This is an optimization exercise on Yosys and OpenROAD, whose aim is small area, a short achievable clock period and few clock cycles, not a production implementation.
The RTL was checked by simulation tests, not by an equivalence proof against the original design.
Power is estimated from default activity; no workload was simulated.

$ cat flow/config.mk
export PLATFORM = sky130hd
export DESIGN_NAME = mips_multicycle
export DESIGN_NICKNAME = mips_multicycle
export VERILOG_FILES = /design/flow/design.v
export SDC_FILE = /design/flow/constraint.sdc
export NUM_CORES = 4
export LEC_CHECK = 0
export CAP_MARGIN = 20
export CORE_MARGIN = 2
export CORE_UTILIZATION = 40
export CTS_BUF_LIST = sky130_fd_sc_hd__clkbuf_8
export CTS_CLUSTER_SIZE = 30
export PLACE_DENSITY = 0.6
export SETUP_SLACK_MARGIN = 2.6
export SLEW_MARGIN = 20
$ cat flow/constraint.sdc
create_clock -name core_clock -period 6.5 [get_ports {clk}]
set_input_delay 1.3000 -clock core_clock [delete_from_list [all_inputs] [get_ports {clk}]]
set_output_delay 1.3000 -clock core_clock [all_outputs]
set_load 0.01 [all_outputs]
$ cat flow/design.v
module mips_multicycle(clk, rst, mem_read_data, mem_adr, mem_write_data, mem_read, mem_write);
  input clk, rst;
  input [31:0] mem_read_data;
  output [31:0] mem_adr;
  output [31:0] mem_write_data;
  output mem_read, mem_write;
  reg  [31:0] pc;          
  reg  [31:0] adr;         
  reg         e_valid;
  reg         e_alu;       
  reg         e_lw, e_sw, e_beq, e_jr;
  reg         e_sub;       
  reg         e_and, e_or, e_slt;
  reg  [4:0]  e_rd, e_rs, e_rt;    
  reg  [15:0] e_imm;
  reg  [31:0] a, b, sd;    
  reg  [31:0] r;
  reg  [4:0]  w_rd;
  reg         w_ld;
  reg         m_valid, mw;
  reg  [31:0] m_wd;
  reg  [31:0] rf [1:31];
  reg  [31:1] rf_ok;       
  wire [31:0] a_e = a;
  wire [31:0] y   = b;     
  wire [31:0] yx  = b;
  wire [32:0] kg [0:6];
  wire [32:0] kp [0:6];
  assign kg[0] = {a_e & yx, e_sub};
  assign kp[0] = {a_e ^ yx, 1'b0};
  genvar ks, kb;
  generate for (ks = 0; ks < 6; ks = ks + 1) begin : kst
    for (kb = 0; kb < 33; kb = kb + 1) begin : kbt
      if (kb >= (1 << ks)) begin : c
        assign kg[ks+1][kb] = kg[ks][kb] | (kp[ks][kb] & kg[ks][kb - (1 << ks)]);
        assign kp[ks+1][kb] = kp[ks][kb] & kp[ks][kb - (1 << ks)];
      end else begin : p
        assign kg[ks+1][kb] = kg[ks][kb];
        assign kp[ks+1][kb] = kp[ks][kb];
      end
    end
  end endgenerate
  wire [32:0] sum = {kg[6][32], (a_e ^ yx) ^ kg[6][31:0]};    
  wire [31:0] alu_res = e_and ? (a_e & y) :
                        e_or  ? (a_e | y) :
                        e_slt ? {31'd0, ~sum[32]} : sum[31:0];
  wire        e_go    = e_valid & ~m_valid;
  wire        e_mem   = e_go & (e_lw | e_sw);
  wire        taken   = e_go & ((e_beq & (a_e == y)) | e_jr);
  wire [31:0] btarget = {pc[31:2] + {{14{e_imm[15]}}, e_imm}, 2'b00};
  wire [4:0]  e_wa    = (e_go & e_alu) ? e_rd : 5'd0;
  wire [31:0] ins   = mem_read_data;
  wire [5:0]  op    = ins[31:26];
  wire [4:0]  f_rs  = ins[25:21];
  wire [4:0]  f_rt  = ins[20:16];
  wire        f_r   = (op == 6'b000000);
  wire        f_addi= (op == 6'b001001);
  wire        f_slti= (op == 6'b001010);
  wire        f_lw  = (op == 6'b100011);
  wire        f_sw  = (op == 6'b101011);
  wire        f_beq = (op == 6'b000100);
  wire        f_j   = (op == 6'b000010);
  wire        f_jal = (op == 6'b000011);
  wire        f_jr  = (op == 6'b000110);
  wire        f_imm = f_addi | f_slti | f_lw | f_sw;
  wire [5:0]  fn    = ins[5:0];
  wire        f_sub = (f_r & (fn == 6'b100011 || fn == 6'b101010)) | f_slti;
  wire [31:0] pc4   = pc + 32'd4;
  reg  [31:1] rs_dec, rt_dec, w_dec, e_dec;
  integer k;
  always @(*)
    for (k = 1; k < 32; k = k + 1) begin
      rs_dec[k] = (f_rs == k);
      rt_dec[k] = (f_rt == k);
      w_dec[k]  = (w_rd == k);
      e_dec[k]  = (e_rd == k) & e_go & e_alu;
    end
  wire        hit_a = |(rs_dec & e_dec);    
  wire        hit_b = |(rt_dec & e_dec);
  reg  [31:0] rs_v, rt_v;
  wire [31:1] rd_ok = rf_ok & ~w_dec;
  integer j;
  always @(*) begin
    rs_v = r & {32{|(rs_dec & w_dec)}};
    rt_v = r & {32{|(rt_dec & w_dec)}};
    for (j = 1; j < 32; j = j + 1) begin
      rs_v = rs_v | (rf[j] & {32{rs_dec[j] & rd_ok[j]}});
      rt_v = rt_v | (rf[j] & {32{rt_dec[j] & rd_ok[j]}});
    end
  end
  wire [31:0] b_v   = f_jal ? pc4 : f_imm ? {{16{ins[15]}}, ins[15:0]} : hit_b ? alu_res : rt_v;
  wire        ld_hit  = e_go & e_lw & (e_rd != 5'd0) & (e_rd == f_rs);
  wire        f_jr_go = f_jr & ~hit_a & ~ld_hit;
  wire [31:0] pc_n  = taken ? (e_jr ? a_e : btarget) :
                      f_jr_go ? rs_v :
                      (f_j | f_jal) ? {pc4[31:28], ins[25:0], 2'b00} : pc4;
  wire [31:0] rf_wd = w_ld ? mem_read_data : r;
  integer i;
  always @(posedge clk) begin
    for (i = 1; i < 32; i = i + 1)
      if (w_dec[i]) rf[i] <= rf_wd;
    if (rst) rf_ok <= 31'd0;
    else rf_ok <= rf_ok | w_dec;
  end
  always @(posedge clk) begin
    r     <= alu_res;
    m_wd  <= sd;
  end
  always @(posedge clk) begin
    if (rst) begin
      pc      <= 32'd0;
      adr     <= 32'd0;
      e_valid <= 1'b0;
      m_valid <= 1'b0;
      mw      <= 1'b0;
      w_rd    <= 5'd0;
      w_ld    <= 1'b0;
    end else if (m_valid) begin
      m_valid <= 1'b0;
      mw      <= 1'b0;
      adr     <= pc;
      w_rd    <= 5'd0;
      w_ld    <= 1'b0;
      if (w_ld && w_rd != 5'd0 && w_rd == e_rs) a <= mem_read_data;
      if (w_ld && w_rd != 5'd0 && w_rd == e_rt) begin
        if (e_sw) sd <= mem_read_data;
        else      b  <= e_sub ? ~mem_read_data : mem_read_data;
      end
    end else begin
      m_valid <= e_mem;
      mw      <= e_go & e_sw;
      adr     <= e_mem ? sum[31:0] : pc_n;
      w_rd    <= (e_go & (e_alu | e_lw)) ? e_rd : 5'd0;
      w_ld    <= e_go & e_lw;
      pc        <= pc_n;
      e_valid   <= ~taken;
      e_alu     <= f_r | f_addi | f_slti | f_jal;
      e_lw      <= f_lw;
      e_sw      <= f_sw;
      e_beq     <= f_beq;
      e_jr      <= f_jr & (hit_a | ld_hit);
      e_sub     <= f_sub;
      e_and     <= f_r & ~(fn == 6'b100000 || fn == 6'b100011 || fn == 6'b100101 || fn == 6'b101010);
      e_or      <= f_r & (fn == 6'b100101);
      e_slt     <= (f_r & (fn == 6'b101010)) | f_slti;
      e_rd      <= f_r ? ins[15:11] : f_jal ? 5'd31 : (f_addi | f_slti | f_lw) ? f_rt : 5'd0;
      e_rs      <= (f_j | f_jal) ? 5'd0 : f_rs;
      e_rt      <= (f_r | f_beq | f_sw) ? f_rt : 5'd0;
      e_imm     <= ins[15:0];
      a         <= f_jal ? 32'd0 : hit_a ? alu_res : rs_v;
      b         <= f_sub ? ~b_v : b_v;
      sd        <= hit_b ? alu_res : rt_v;
    end
  end
  assign mem_adr        = adr;
  assign mem_write_data = m_wd;
  assign mem_write      = mw;
  assign mem_read       = ~mw;
endmodule
$ cat flow/flow/run.sh
#!/bin/bash
# Layout: the standard flow (standard synthesis and ORFS steps unchanged), with two
# placement/sizing options: the port buffers are sky130_fd_sc_hd__buf_4 instead of the
# delay cell buffer_ports picks by default, and the sizer may change a cell's footprint.
# make's full output goes to make.log in this folder; ORFS keeps its per-step logs in orfs/logs.
set -euo pipefail
bash standard.sh MATCH_CELL_FOOTPRINT=0 "BUFFER_PORTS_ARGS=-buffer_cell sky130_fd_sc_hd__buf_4" finish > make.log 2>&1
$ cat flow/standard.sh
#!/bin/bash
# synth_recipe.tcl (not shown) runs the flow's synth.tcl, then flattens the netlist and writes it again
# the make line also repeats each setting of config.mk as NAME=value (left out here)
make -C /OpenROAD-flow-scripts/flow DESIGN_CONFIG=/design/flow/config.mk WORK_HOME=/design/flow/orfs CLKGATE_MAP_FILE= SYNTH_SCRIPT=/design/flow/synth_recipe.tcl "${@:-finish}"
==> results of run 1 <==
[how the worst max path moves through the flow]
stage	to	slack, ns	start
after floorplan	b[0]$_DFFE_PP_	2.38	mem_read_data[20]
after global placement	b[22]$_DFFE_PP_	1.04	mem_read_data[16]
after detailed placement	b[22]$_DFFE_PP_	0.97	mem_read_data[20]
after CTS	adr[21]$_SDFF_PP0_	2.60	mem_read_data[22]
after global routing	b[26]$_DFFE_PP_	2.54	mem_read_data[20]
final	b[26]$_DFFE_PP_	2.44	mem_read_data[20]
[per-stage QoR]
step / std cells / hold WS [ns]
after floorplan: 5141 / 0.323
after detailed placement: 7100 / 0.335
after global routing: 7617 / 0.353
after CTS: 7546 / 0.350
after global placement: 7094 / 0.335
final: 7632 / 0.347
[cells in the final DEF, fill, tap and decap left out, types with 38 or more instances in the layout]
cell type,synthesis,layout
ha_1,94,85
nand4_1,169,169
dfxtp_1,168,162
a22o_1,243,242
nand3_1,115,106
inv_1,148,203
buf_4,11,332
a221oi_1,255,246
nand2_1,280,277
a222oi_1,93,93
clkbuf_8,0,218
xor2_1,60,60
nor2_1,251,211
nor3_1,84,72
o21ai_0,178,162
a21oi_1,149,142
xnor2_1,72,72
clkinv_1,3,62
edfxtp_1,1128,1128
mux2i_1,62,60
a22oi_1,366,366
buf_12,0,67
a2111oi_2,13,38
nor4_1,61,60
a2111oi_4,0,43
mux2_2,43,40
[power by group through the flow]
stage / sequential (mW) / clock (mW) / combinational (mW)
floorplan: 9.78 / 0 / 1.13
global placement: 9.89 / 0 / 1.90
detailed placement: 9.89 / 0 / 1.91
CTS: 9.71 / 7.08 / 1.99
global route: 9.72 / 7.44 / 2.25
finish: 9.72 / 7.09 / 2.17
[state kept, by name, summed over array words and instances (netlist names), 5 cells and up]
register	cells
b	32
e_rs	5
m_wd	32
w_rd	5
e_imm	16
e_rt	5
e_rd	5
sd	32
r	32
rf	992
a	32
adr	32
pc	32
rf_ok	31
[metal layers]
layer | part of all wire (%) | track usage [%]
met1 | 33 | 46.7
met5 | 0.23 | 2.74
met2 | 40 | 55.6
met3 | 17 | 18.4
met4 | 9.3 | 27.7
[area by class of cell]
cell class / instances / area (um2) / area share (%)
Inverter: 151 / 571 / 0.770
Timing Repair Buffer: 433 / 4260 / 5.75
Clock buffer: 218 / 3000 / 4.05
Tap cell: 2058 / 2570 / 3.47
Multi-Input combinational cell: 3288 / 25400 / 34.2
Sequential cell: 1296 / 37300 / 50.3
Antenna cell: 19 / 47.5 / 0.0641
Clock inverter: 168 / 1030 / 1.39
Timing Repair inverter: 1 / 5.00 / 0.00675
[kinds of logic after synthesis]
| kind of cell | Yosys count | share of synthesized area [%] |
|---|---|---|
| compound gates | 1771 | 22.0 |
| fa+ha+maj | 96 | 1.94 |
| simple gates | 1178 | 9.52 |
| buf+inv | 560 | 3.66 |
| flops | 1296 | 59.3 |
| xor+xnor | 132 | 1.84 |
| mux | 108 | 1.83 |
[timing repair]
| item | 4_1_cts | 5_1_grt |
|---|---|---|
| hold endpoints to repair | 0 | 0 |
| endpoints found under the setup margin | 177 | 108 |
| resized for setup | 116 | 114 |
| hold buffers | 0 | 0 |
| gates cloned | 3 | 2 |
| pin swaps | 24 | 42 |
| buffers inserted | 57 | 61 |
[critical path: stages]
cell,delay (ns)
buf_4,0.20
or2_4,0.32
buf_4,0.21
a2111oi_4,0.82
clkbuf_16,0.37
buf_4,0.22
a22o_1,0.21
a221oi_2,0.05
nand4_1,0.40
a211o_1,0.21
a41oi_1,0.12
o21ai_1,0.15
nor2_1,0.07
a221oi_2,0.16
==> run notes, run 1 <==
status = finished clean
largest net degree at the start of global routing = 76
count leader, synth = edfxtp_1
core region area = 156000 um2
Total GRT Usage = 39.3%
FF-to-FF Start = w_rd[0]$_SDFF_PP0_
DRT Pass-1 Iters = 14
Worst Tran Pin Value = 1.26 ns
Final Max Tran Viols = 0
layout cells sized above 1 = 18.9%
clk_skew = 0.0542 ns
Yosys top cell area share = 53.9%
Avg Cell Area, Syn = 12.2 um2
Lkg Pwr = 25.4 nW
internal cell power = 13.7 mW
synthesized netlist cell count = 5141
final hold vios = 0
sequential fraction of the synthesis area = 59.3%
fillers = 13900
design area = 74100 um2
Mapped Nets = 5271
TritonCTS Buffers = 210
total die area = 160000 um2
Nets = 5511
worst hold-check path type = reg -> reg
Ys Warns = 2
DRC Markers = 0
DRT iter0 DRCs = 12600
Worst Reg-to-Reg Cells = 12
main area contributors after synthesis = edfxtp_1, dfxtp_1, a22oi_1, a221oi_1, a22o_1
via count = 57500
worst-path fanout max = 16
Pwr Total = 19.0 mW
r2r setup slk = 2.50 ns
post-DP HPWL = 190000 um
Net Sw Frac = 28.0%
DR WL/cell = 43.1 um
flops & latches, synth = 1296
Critical Path Source Type = input pin
Setup WS pre-CTS = 0.966 ns
RSZ-0062 raised after global routing = yes
Crit path required time = 7.30 ns
Die Y = 400 um
row cnt = 145
Cell Pwr Density = 256 nW/um2
Yosys cell types = 94
post-synthesis cell area = 62800 um2
Reg clk slew, reported paths = 0.07 ns
Switch Pwr = 5.32 mW
CTS sink cnt = 1296
Clock Path Buffers = 3
combinational power share = 11.4%
sequential share of power = 51.2%
TritonCTS clock tree = done
hold_sp = sd[29]$_DFFE_PP_
WS Path Type = in -> reg
Tcrit/Tclk final = 62.5%
post-route ant nets = 0
Vias/cell = 7.54
setup ws final = 2.44 ns
worst skew pair latency = 0.97 ns
Setup Total Neg Slack = 0 ns
I/O Pins = 100
Synth async-reset ratio = 0%
first-pass GRT wire length = 438000 um
ys flop type = edfxtp_1
number of global-route vias before repair = 52700
root buf cell = clkbuf_8
reg2reg end = adr[18]$_SDFF_PP0_
gpl congestion = 0.984
fin util = 47.5%
Congestion Overflow GR = 0
Area after DPL = 68000 um2
Final min period = 4.06 ns
Peak Freq = 246 MHz
Commonest cells post-synth = edfxtp_1, a22oi_1, nand2_1
area growth from synthesis to layout = 18.0%
Port Buf Inserts = 99
Post-synth EDFFs = 1128
CP Capture Type = register
WP data arrival = 4.86 ns
Hold EP = m_wd[29]$_DFF_P_
power share of the clock group = 37.4%
Die W = 400 um
Post-Route WL = 329000 um
Worst Hold Depth = 0
largest area contributor in the netlist = edfxtp_1
slew margin rel. = 15.9%
antenna violations before repair = 18
initial core utilization = 40.3%
max_cap viols = 0
CTS HTree Levels = 4
peak supply drop = 0.216 mV
# setup viols final = 0
Testbench counts, summed over its fixed seeds: cycles 33,395.
==> inputs of run 2 (changes only) <==
==> flow/run.sh (new file) <==
#!/bin/bash
# synth_recipe.tcl (not shown) runs the flow's synth.tcl, then flattens the netlist and writes it again
# the make line also repeats each setting of config.mk as NAME=value (left out here)
make -C /OpenROAD-flow-scripts/flow DESIGN_CONFIG=/design/flow/config.mk WORK_HOME=/design/flow/orfs CLKGATE_MAP_FILE= SYNTH_SCRIPT=/design/flow/synth_recipe.tcl finish
removed: flow/flow/run.sh
removed: flow/standard.sh
==> run 2 against run 1 <==
Critical path depth is 1 lower. Via count up 2.0%. Sequential share of layout area is 1.6 points lower. Final cell count up 2.0%. Critical path type is now reg -> reg.
==> run notes, run 2 <==
main area contributors after synthesis = edfxtp_1, dfxtp_1, a22oi_1, a221oi_1, a22o_1 (unchanged)
DRC Markers = 0 (unchanged)
Clock Path Buffers = 3 (unchanged)
Die Y = 400 um (unchanged)
Critical Path Source = w_rd[1]$_SDFF_PP0_ (was mem_read_data[20])
Reg clk slew, reported paths = 0.06 ns (was 0.07 ns)
Nets = 5665 (was 5511)
post-synthesis cell area = 62800 um2 (unchanged)
worst hold-check path type = reg -> reg (unchanged)
Peak Freq = 243 MHz (was 246 MHz)
Cell Pwr Density = 249 nW/um2 (was 256 nW/um2)
Die W = 400 um (unchanged)
final hold vios = 0 (unchanged)
I/O Pins = 100 (unchanged)
Largest Register = rf (unchanged)
DR WL/cell = 43.5 um (was 43.1 um)
total die area = 160000 um2 (unchanged)
DRT iter0 DRCs = 14300 (was 12600)
post-route ant nets = 0 (unchanged)
number of global-route vias before repair = 53500 (was 52700)
CTS HTree Levels = 4 (unchanged)
Final Max Tran Viols = 0 (unchanged)
Synth async-reset ratio = 0% (unchanged)
Post-Place Cells = 7133 (was 7100)
Hold Buf Count CTS = 0 (unchanged)
Slowest-stage cell, CP = a211oi_1 (was a2111oi_4)
worst-path fanout max = 7 (was 16)
Post-Route WL = 339000 um (was 329000 um)
Lkg Pwr = 26.4 nW (was 25.4 nW)
Critical Path Source Type = register (was input pin)
flops & latches, synth = 1296 (unchanged)
max_cap viols = 0 (unchanged)
post-DP HPWL = 192000 um (was 190000 um)
TritonCTS Buffers = 209 (was 210)
WS Path Type = reg -> reg (was in -> reg)
Mapped Nets = 5271 (unchanged)
Yosys top cell area share = 53.9% (unchanged)
CTS sink cnt = 1296 (unchanged)
Ys Warns = 2 (unchanged)
core region area = 156000 um2 (unchanged)
initial core utilization = 40.3% (unchanged)
setup ws final = 2.38 ns (was 2.44 ns)
root buf cell = clkbuf_8 (unchanged)
synthesized netlist cell count = 5141 (unchanged)
Congestion Overflow GR = 0 (unchanged)
Setup Total Neg Slack = 0 ns (unchanged)
met2 usage = 56.3% (was 55.6%)
# setup viols final = 0 (unchanged)
Final min period = 4.12 ns (was 4.06 ns)
DRT Pass-1 Iters = 14 (unchanged)
fin util = 49.0% (was 47.5%)
largest area contributor in the netlist = edfxtp_1 (unchanged)
largest net degree at the start of global routing = 62 (was 76)
crit path cell chain = buf_4 > clkbuf_16 > and3b_4 > a2111oi_4 > clkbuf_16 > buf_4 > buf_4 > a222oi_1 > nand4_1 > a211oi_1 > o221ai_1 > nor2_1 > nor3_1 (was buf_4 > or2_4 > buf_4 > a2111oi_4 > clkbuf_16 > buf_4 > a22o_1 > a221oi_2 > nand4_1 > a211o_1 > a41oi_1 > o21ai_1 > nor2_1 > a221oi_2)
sequential fraction of the synthesis area = 59.3% (unchanged)
layout cells sized above 1 = 19.9% (was 18.9%)
first-pass GRT wire length = 445000 um (was 438000 um)
Worst path max stage delay = 0.75 ns (was 0.82 ns)
Area after DPL = 68600 um2 (was 68000 um2)
Crit path required time = 7.32 ns (was 7.30 ns)
area growth from synthesis to layout = 21.8% (was 18.0%)
count leader, synth = edfxtp_1 (unchanged)
commonest cells after routing, fill and taps aside = edfxtp_1, a22oi_1, buf_4 (unchanged)
row cnt = 145 (unchanged)
Vias/cell = 7.54 (about the same)
WP data arrival = 4.94 ns (was 4.86 ns)
Yosys cell types = 94 (unchanged)
GR peak layer = met2 (unchanged)
Setup WS pre-CTS = 0.451 ns (was 0.966 ns)
Avg Cell Area, Syn = 12.2 um2 (unchanged)
design area = 76500 um2 (was 74100 um2)
Port Buf Inserts = 99 (unchanged)
status = finished clean (unchanged)
peak supply drop = 0.263 mV (was 0.216 mV)
Commonest cells post-synth = edfxtp_1, a22oi_1, nand2_1 (unchanged)
fillers = 13800 (was 13900)
antenna violations before repair = 14 (was 18)
via count = 58700 (was 57500)
clk_skew = 0.0898 ns (was 0.0542 ns)
TritonCTS clock tree = done (unchanged)
Post-synth EDFFs = 1128 (unchanged)
Tcrit/Tclk final = 63.3% (was 62.5%)
FF-to-FF Start = w_rd[1]$_SDFF_PP0_ (was w_rd[0]$_SDFF_PP0_)
slew margin rel. = 16.2% (was 15.9%)
Worst Tran Pin Value = 1.26 ns (about the same)
max FFs per register = 992 (unchanged)
RSZ-0062 raised after global routing = yes (unchanged)
Total GRT Usage = 40.0% (was 39.3%)
hold_sp = sd[12]$_DFFE_PP_ (was sd[29]$_DFFE_PP_)
M3 GR Usage = 17.8% (was 18.4%)
Post-Layout Cell Count = 7786 (was 7632)
ys flop type = edfxtp_1 (unchanged)
worst skew pair latency = 1.01 ns (was 0.97 ns)
commonest non-fill, non-tap cell in the layout = edfxtp_1 (unchanged)
gpl congestion = 1.07 (was 0.984)
met1 Use GR = 47.3% (was 46.7%)
CP dominant cell by count = buf_4 (unchanged)
CP Capture Type = register (unchanged)
run 2: path summary, 6_finish.rpt:
check                       endpoint  slack (ns)  cells after the start
setup / recovery  adr[10]$_SDFF_PP0_        2.38                     13
hold / removal      m_wd[12]$_DFF_P_        0.34                      0
setup reg to reg  adr[10]$_SDFF_PP0_        2.38                     13
hold reg to reg     m_wd[12]$_DFF_P_        0.34                      0
run 2: layout make-up:
type | instances | area, um2 | area share [%]
flip-flops and latches | 1296 | 37300 | 48.7
multi-input cells | 3288 | 25700 | 33.6
repair buffers | 589 | 6300 | 8.24
clock buffers | 230 | 3170 | 4.14
well taps | 2058 | 2570 | 3.37
clock inverters | 160 | 885 | 1.16
inverters | 151 | 572 | 0.747
diodes | 14 | 35.0 | 0.0458
run 2: cell families after synthesis:
group	Yosys count	synth area share (%)
AND/OR/NAND/NOR	1178	9.52
multiplexers	108	1.83
adder cells (fa/ha/maj)	96	1.94
flip-flops	1296	59.3
XOR/XNOR	132	1.84
AO/OA/AOI/OAI	1771	22.0
buffers and inverters	560	3.66
run 2: repair_timing:
item / in CTS / in global routing
pin swaps: 48 / 69
setup endpoints to repair: 165 / 127
buffers inserted: 116 / 119
resized for setup: 205 / 189
gates cloned: 6 / 7
run 2: power by group:
part           switching [mW]  total, mW  internal, mW
Combinational            1.60       2.30         0.697
Sequential              0.225       9.73          9.50
Clock                    3.57       7.07          3.50
Total                    5.39       19.1          13.7
run 2: per-stage QoR:
step	total power [mW]	hold WS, ns
floorplan	10.9	0.323
global placement	11.9	0.325
detailed placement	11.9	0.327
CTS	18.8	0.341
global route	19.5	0.346
finish	19.1	0.340
run 2: routing by layer:
| layer | part of all wire (%) | vias to the layer above | routed length, um |
|---|---|---|---|
| li1 | - | 21900 | - |
| met1 | 33 | 28200 | 111000 |
| met2 | 40 | 6589 | 135000 |
| met3 | 17 | 1989 | 56900 |
| met4 | 10 | 24 | 34700 |
| met5 | 0.22 | - | 752 |
run 2: worst max-delay path: cells and delay by family, from the launching register on:
family / cells / cell delay (ns)
AOI/OAI and AO/OA: 4 / 1.67
and+or+nand+nor: 4 / 1.01
buffers and inverters: 5 / 0.87
DFF: 1 / 0.41
==> inputs of run 3 (changes only) <==
--- a/flow/design.v
+++ b/flow/design.v
@@ -89,8 +89,7 @@
     end
   end
   wire [31:0] b_v   = f_jal ? pc4 : f_imm ? {{16{ins[15]}}, ins[15:0]} : hit_b ? alu_res : rt_v;
-  wire        ld_hit  = e_go & e_lw & (e_rd != 5'd0) & (e_rd == f_rs);
-  wire        f_jr_go = f_jr & ~hit_a & ~ld_hit;
+  wire        f_jr_go = f_jr & ~hit_a;
   wire [31:0] pc_n  = taken ? (e_jr ? a_e : btarget) :
                       f_jr_go ? rs_v :
                       (f_j | f_jal) ? {pc4[31:28], ins[25:0], 2'b00} : pc4;
@@ -138,7 +137,7 @@
       e_lw      <= f_lw;
       e_sw      <= f_sw;
       e_beq     <= f_beq;
-      e_jr      <= f_jr & (hit_a | ld_hit);
+      e_jr      <= f_jr & hit_a;
       e_sub     <= f_sub;
       e_and     <= f_r & ~(fn == 6'b100000 || fn == 6'b100011 || fn == 6'b100101 || fn == 6'b101010);
       e_or      <= f_r & (fn == 6'b100101);
--- a/flow/config.mk
+++ b/flow/config.mk
@@ -11,5 +11,5 @@
 export CTS_BUF_LIST = sky130_fd_sc_hd__clkbuf_8
 export CTS_CLUSTER_SIZE = 30
 export PLACE_DENSITY = 0.6
-export SETUP_SLACK_MARGIN = 2.6
+export SETUP_SLACK_MARGIN = 3.0
 export SLEW_MARGIN = 20
==> run 3 against run 2 <==
Sequential cell count unchanged. Utilization up 2.6 points. Count of clock-buffer cells in the layout down 11. Synthesized area down 0.61%. Synthesized cell count down 0.16%. Setup slack better by 0.16 ns. Final area up 5.1%. Combinational power up 46%. Final cell count up 2.4%. Global-route usage up 3.2 points. Register-to-register slack better by 0.16 ns. Routed wire length up 5.8%.
==> run notes, run 3 <==
sequential share of power = 48.4% (was 51.0%)
Post-synth EDFFs = 1128 (unchanged)
Ys Warns = 2 (unchanged)
WP data arrival = 4.69 ns (was 4.94 ns)
crit path cell chain = buf_4 > or3b_4 > buf_6 > o2111a_2 > buf_12 > buf_8 > a22o_1 > a221oi_2 > nand4_1 > a2111o_1 > o22ai_2 > nor2_1 > a221o_1 (was buf_4 > clkbuf_16 > and3b_4 > a2111oi_4 > clkbuf_16 > buf_4 > buf_4 > a222oi_1 > nand4_1 > a211oi_1 > o221ai_1 > nor2_1 > nor3_1)
max_cap viols = 0 (unchanged)
combinational power share = 16.4% (was 12.0%)
Post-Layout Cell Count = 7975 (was 7786)
internal cell power = 14.3 mW (was 13.7 mW)
Nets = 5849 (was 5665)
Congestion Overflow GR = 0 (unchanged)
Post-Route WL = 358000 um (was 339000 um)
post-DP HPWL = 200000 um (was 192000 um)
reg2reg end = b[6]$_DFFE_PP_ (was adr[10]$_SDFF_PP0_)
initial core utilization = 40.1% (was 40.3%)
Switch Pwr = 6.07 mW (was 5.39 mW)
CTS HTree Levels = 4 (unchanged)
Cell Pwr Density = 253 nW/um2 (was 249 nW/um2)
Reg clk slew, reported paths = 0.06 ns (about the same)
Lkg Pwr = 27.5 nW (was 26.4 nW)
Mapped Nets = 5263 (was 5271)
slew margin rel. = 15.6% (was 16.2%)
commonest non-fill, non-tap cell in the layout = edfxtp_1 (unchanged)
status = finished clean (unchanged)
TritonCTS clock tree = done (unchanged)
Synth async-reset ratio = 0% (unchanged)
I/O Pins = 100 (unchanged)
Post-Place Cells = 7174 (was 7133)
worst skew pair latency = 1.04 ns (was 1.01 ns)
TritonCTS Buffers = 212 (was 209)
Peak Freq = 253 MHz (was 243 MHz)
sequential fraction of the synthesis area = 59.6% (was 59.3%)
DR WL/cell = 44.9 um (was 43.5 um)
Final min period = 3.95 ns (was 4.12 ns)
fillers = 13300 (was 13800)
flops & latches, synth = 1296 (unchanged)
Critical Path Source Type = register (unchanged)
Hold Buf Count CTS = 0 (unchanged)
WS Path Type = reg -> reg (unchanged)
Yosys cell types = 99 (was 94)
largest net degree at the start of global routing = 64 (was 62)
CP endpoint = b[6]$_DFFE_PP_ (was adr[10]$_SDFF_PP0_)
layout cells sized above 1 = 27.1% (was 19.9%)
Worst Tran Pin Value = 1.26 ns (about the same)
clk_skew = 0.0815 ns (was 0.0898 ns)
main area contributors after synthesis = edfxtp_1, a22oi_1, dfxtp_1, a221oi_1, a22o_1 (was edfxtp_1, dfxtp_1, a22oi_1, a221oi_1, a22o_1)
peak supply drop = 0.253 mV (was 0.263 mV)
final hold slack = 0.337 ns (was 0.340 ns)
Commonest cells post-synth = edfxtp_1, a22oi_1, nand2_1 (unchanged)
total die area = 159000 um2 (was 160000 um2)
Port Buf Inserts = 99 (unchanged)
first-pass GRT wire length = 469000 um (was 445000 um)
gpl congestion = 1.03 (was 1.07)
Die W = 399 um (was 400 um)
setup ws final = 2.55 ns (was 2.38 ns)
root buf cell = clkbuf_8 (unchanged)
RSZ-0062 raised after global routing = yes (unchanged)
post-route ant nets = 0 (unchanged)
antenna violations before repair = 22 (was 14)
Largest Register = rf (unchanged)
Setup WS pre-CTS = 0.452 ns (was 0.451 ns)
r2r setup slk = 2.55 ns (was 2.38 ns)
post-synthesis cell area = 62400 um2 (was 62800 um2)
final hold vios = 0 (unchanged)
Die Y = 399 um (was 400 um)
CP Capture Type = register (unchanged)
row cnt = 145 (unchanged)
Slowest-stage cell, CP = a2111o_1 (was a211oi_1)
Crit path required time = 7.23 ns (was 7.32 ns)
core region area = 156000 um2 (about the same)
fin util = 51.6% (was 49.0%)
Final Max Tran Viols = 0 (unchanged)
via count = 60500 (was 58700)
Vias/cell = 7.59 (was 7.54)
commonest cells after routing, fill and taps aside = edfxtp_1, a22oi_1, buf_4 (unchanged)
Tcrit/Tclk final = 60.8% (was 63.3%)
Worst path max stage delay = 0.57 ns (was 0.75 ns)
Critical Path Source = w_rd[3]$_SDFF_PP0_ (was w_rd[1]$_SDFF_PP0_)
DRT iter0 DRCs = 12900 (was 14300)
Net Sw Frac = 29.8% (was 28.2%)
Avg Cell Area, Syn = 12.2 um2 (about the same)
ys flop type = edfxtp_1 (unchanged)
area growth from synthesis to layout = 28.7% (was 21.8%)
worst-path fanout max = 5 (was 7)
CTS sink cnt = 1296 (unchanged)
max FFs per register = 992 (unchanged)
count leader, synth = edfxtp_1 (unchanged)
DRT Pass-1 Iters = 13 (was 14)
number of global-route vias before repair = 55200 (was 53500)
synthesized netlist cell count = 5133 (was 5141)
largest area contributor in the netlist = edfxtp_1 (unchanged)
worst hold-check path type = reg -> reg (unchanged)
Total GRT Usage = 43.1% (was 40.0%)
DRC Markers = 0 (unchanged)
Worst Reg-to-Reg Cells = 13 (unchanged)
FF-to-FF Start = w_rd[3]$_SDFF_PP0_ (was w_rd[1]$_SDFF_PP0_)
Setup Total Neg Slack = 0 ns (unchanged)
Yosys top cell area share = 54.2% (was 53.9%)
Clock Path Buffers = 3 (unchanged)
# setup viols final = 0 (unchanged)
power share of the clock group = 35.2% (was 37.0%)
==> run 3: changes by cell type after synthesis, moves of 15 or more <==
cell,delta
a211o_1,-17
a211oi_1,-19
a221oi_1,-15
a222oi_1,-32
a22oi_1,+89
buf_2,-18
clkbuf_1,+16
inv_1,+23
mux2_2,-39
nand3_1,-41
nand4_1,+29
nor2_1,-30
o211ai_1,+21
o21ai_0,+34
==> run 3: final cells by class <==
type / instances / area (um2) / area share, %
clock inverter: 173 / 1070 / 1.33
timing repair buffer: 777 / 8480 / 10.6
tap: 2058 / 2570 / 3.20
inverter: 177 / 668 / 0.831
sequential: 1296 / 37300 / 46.4
antenna: 20 / 50.0 / 0.0623
clock buffer: 219 / 3010 / 3.75
multi-input combinational: 3255 / 27300 / 33.9
==> run 3: worst min path at each step <==
stage / startpoint / endpoint / slack (ns) / cells after the start
CTS: sd[14]$_DFFE_PP_ / m_wd[14]$_DFF_P_ / 0.34 / 0
floorplan: sd[0]$_DFFE_PP_ / m_wd[0]$_DFF_P_ / 0.32 / 0
detailed placement: sd[27]$_DFFE_PP_ / m_wd[27]$_DFF_P_ / 0.33 / 0
global placement: sd[28]$_DFFE_PP_ / m_wd[28]$_DFF_P_ / 0.32 / 0
finish: sd[14]$_DFFE_PP_ / m_wd[14]$_DFF_P_ / 0.34 / 0
global route: sd[7]$_DFFE_PP_ / m_wd[7]$_DFF_P_ / 0.34 / 0
==> run 3: repair_timing <==
action                     4_1_cts  5_1_grt
pin swaps                      154      176
setup endpoints to repair      285      160
buffers inserted               246      113
resized for setup              539      360
cloned                          21        9
==> run 3: cells by family after synthesis <==
logic type	share of synthesized area, %
fa+ha+maj	1.95
buf+inv	3.76
xor+xnor	1.73
compound gates	22.5
flops	59.6
mux	1.03
simple gates	9.40
==> run 3: routing by layer <==
| layer | global-route usage (%) | share of wire, % | vias to the layer above |
|---|---|---|---|
| li1 | - | - | 22200 |
| met1 | 49.5 | 32 | 29000 |
| met2 | 59.3 | 39 | 6992 |
| met3 | 21.2 | 17 | 2250 |
| met4 | 37.4 | 12 | 30 |
| met5 | 0.363 | 0.12 | - |
==> run 3: stage by stage <==
step                      area (um2)  total power, mW
after detailed placement       68700             12.6
after floorplan                63200             11.4
after CTS                      77500             19.9
after global placement         68600             12.6
final                          80400             20.4
after global routing           80400             20.7
==> run 3: power by group through the flow <==
stage                     sequential, mW  clock [mW]  combinational [mW]
after detailed placement            10.0           0                2.62
after floorplan                     9.94           0                1.43
after global routing                9.85        7.46                3.43
after CTS                           9.83        7.09                2.97
final                               9.85        7.16                3.35
after global placement              10.0           0                2.61
==> run 3: worst max-delay path, delay by kind of cell (launching register included) <==
family	cells	cell delay [ns]
DFF	1	0.39
and+or+nand+nor	3	0.98
AOI/OAI and AO/OA	6	1.71
buffers and inverters	4	0.61
Testbench counts of run 3, summed over its fixed seeds: cycles 33,395.

## what the ideal ports hide
No port has a modelled driver above. Below, the same layouts with a new extraction and two added sets of constraints. Step 1 assumes that a clkbuf_16 drives the clock port and a buf_2 every other input. Step 2 also shifts input and output timing later by t, the mid clock arrival at the registers, as if the neighbouring blocks saw the same clock. Three values: ideal ports, drivers, drivers and shift; two values: the first two.
run	t (ns)	setup slack, ns	hold WS [ns]	pins driven straight from the clock port
run 1	1.028	2.439 / 2.493 / 1.465	0.347 / 0.347 / 0.347	1
run 2	1.046	2.384 / 2.384 / 1.428	0.340 / 0.340 / 0.340	1
run 3	1.083	2.547 / 2.547 / 1.588	0.337 / 0.337 / 0.337	1
After both steps setup and hold are still met in every run listed. The setup slack of run 1, which loses most, moves by +0.054 ns with the drivers and by -0.974 ns with both steps.
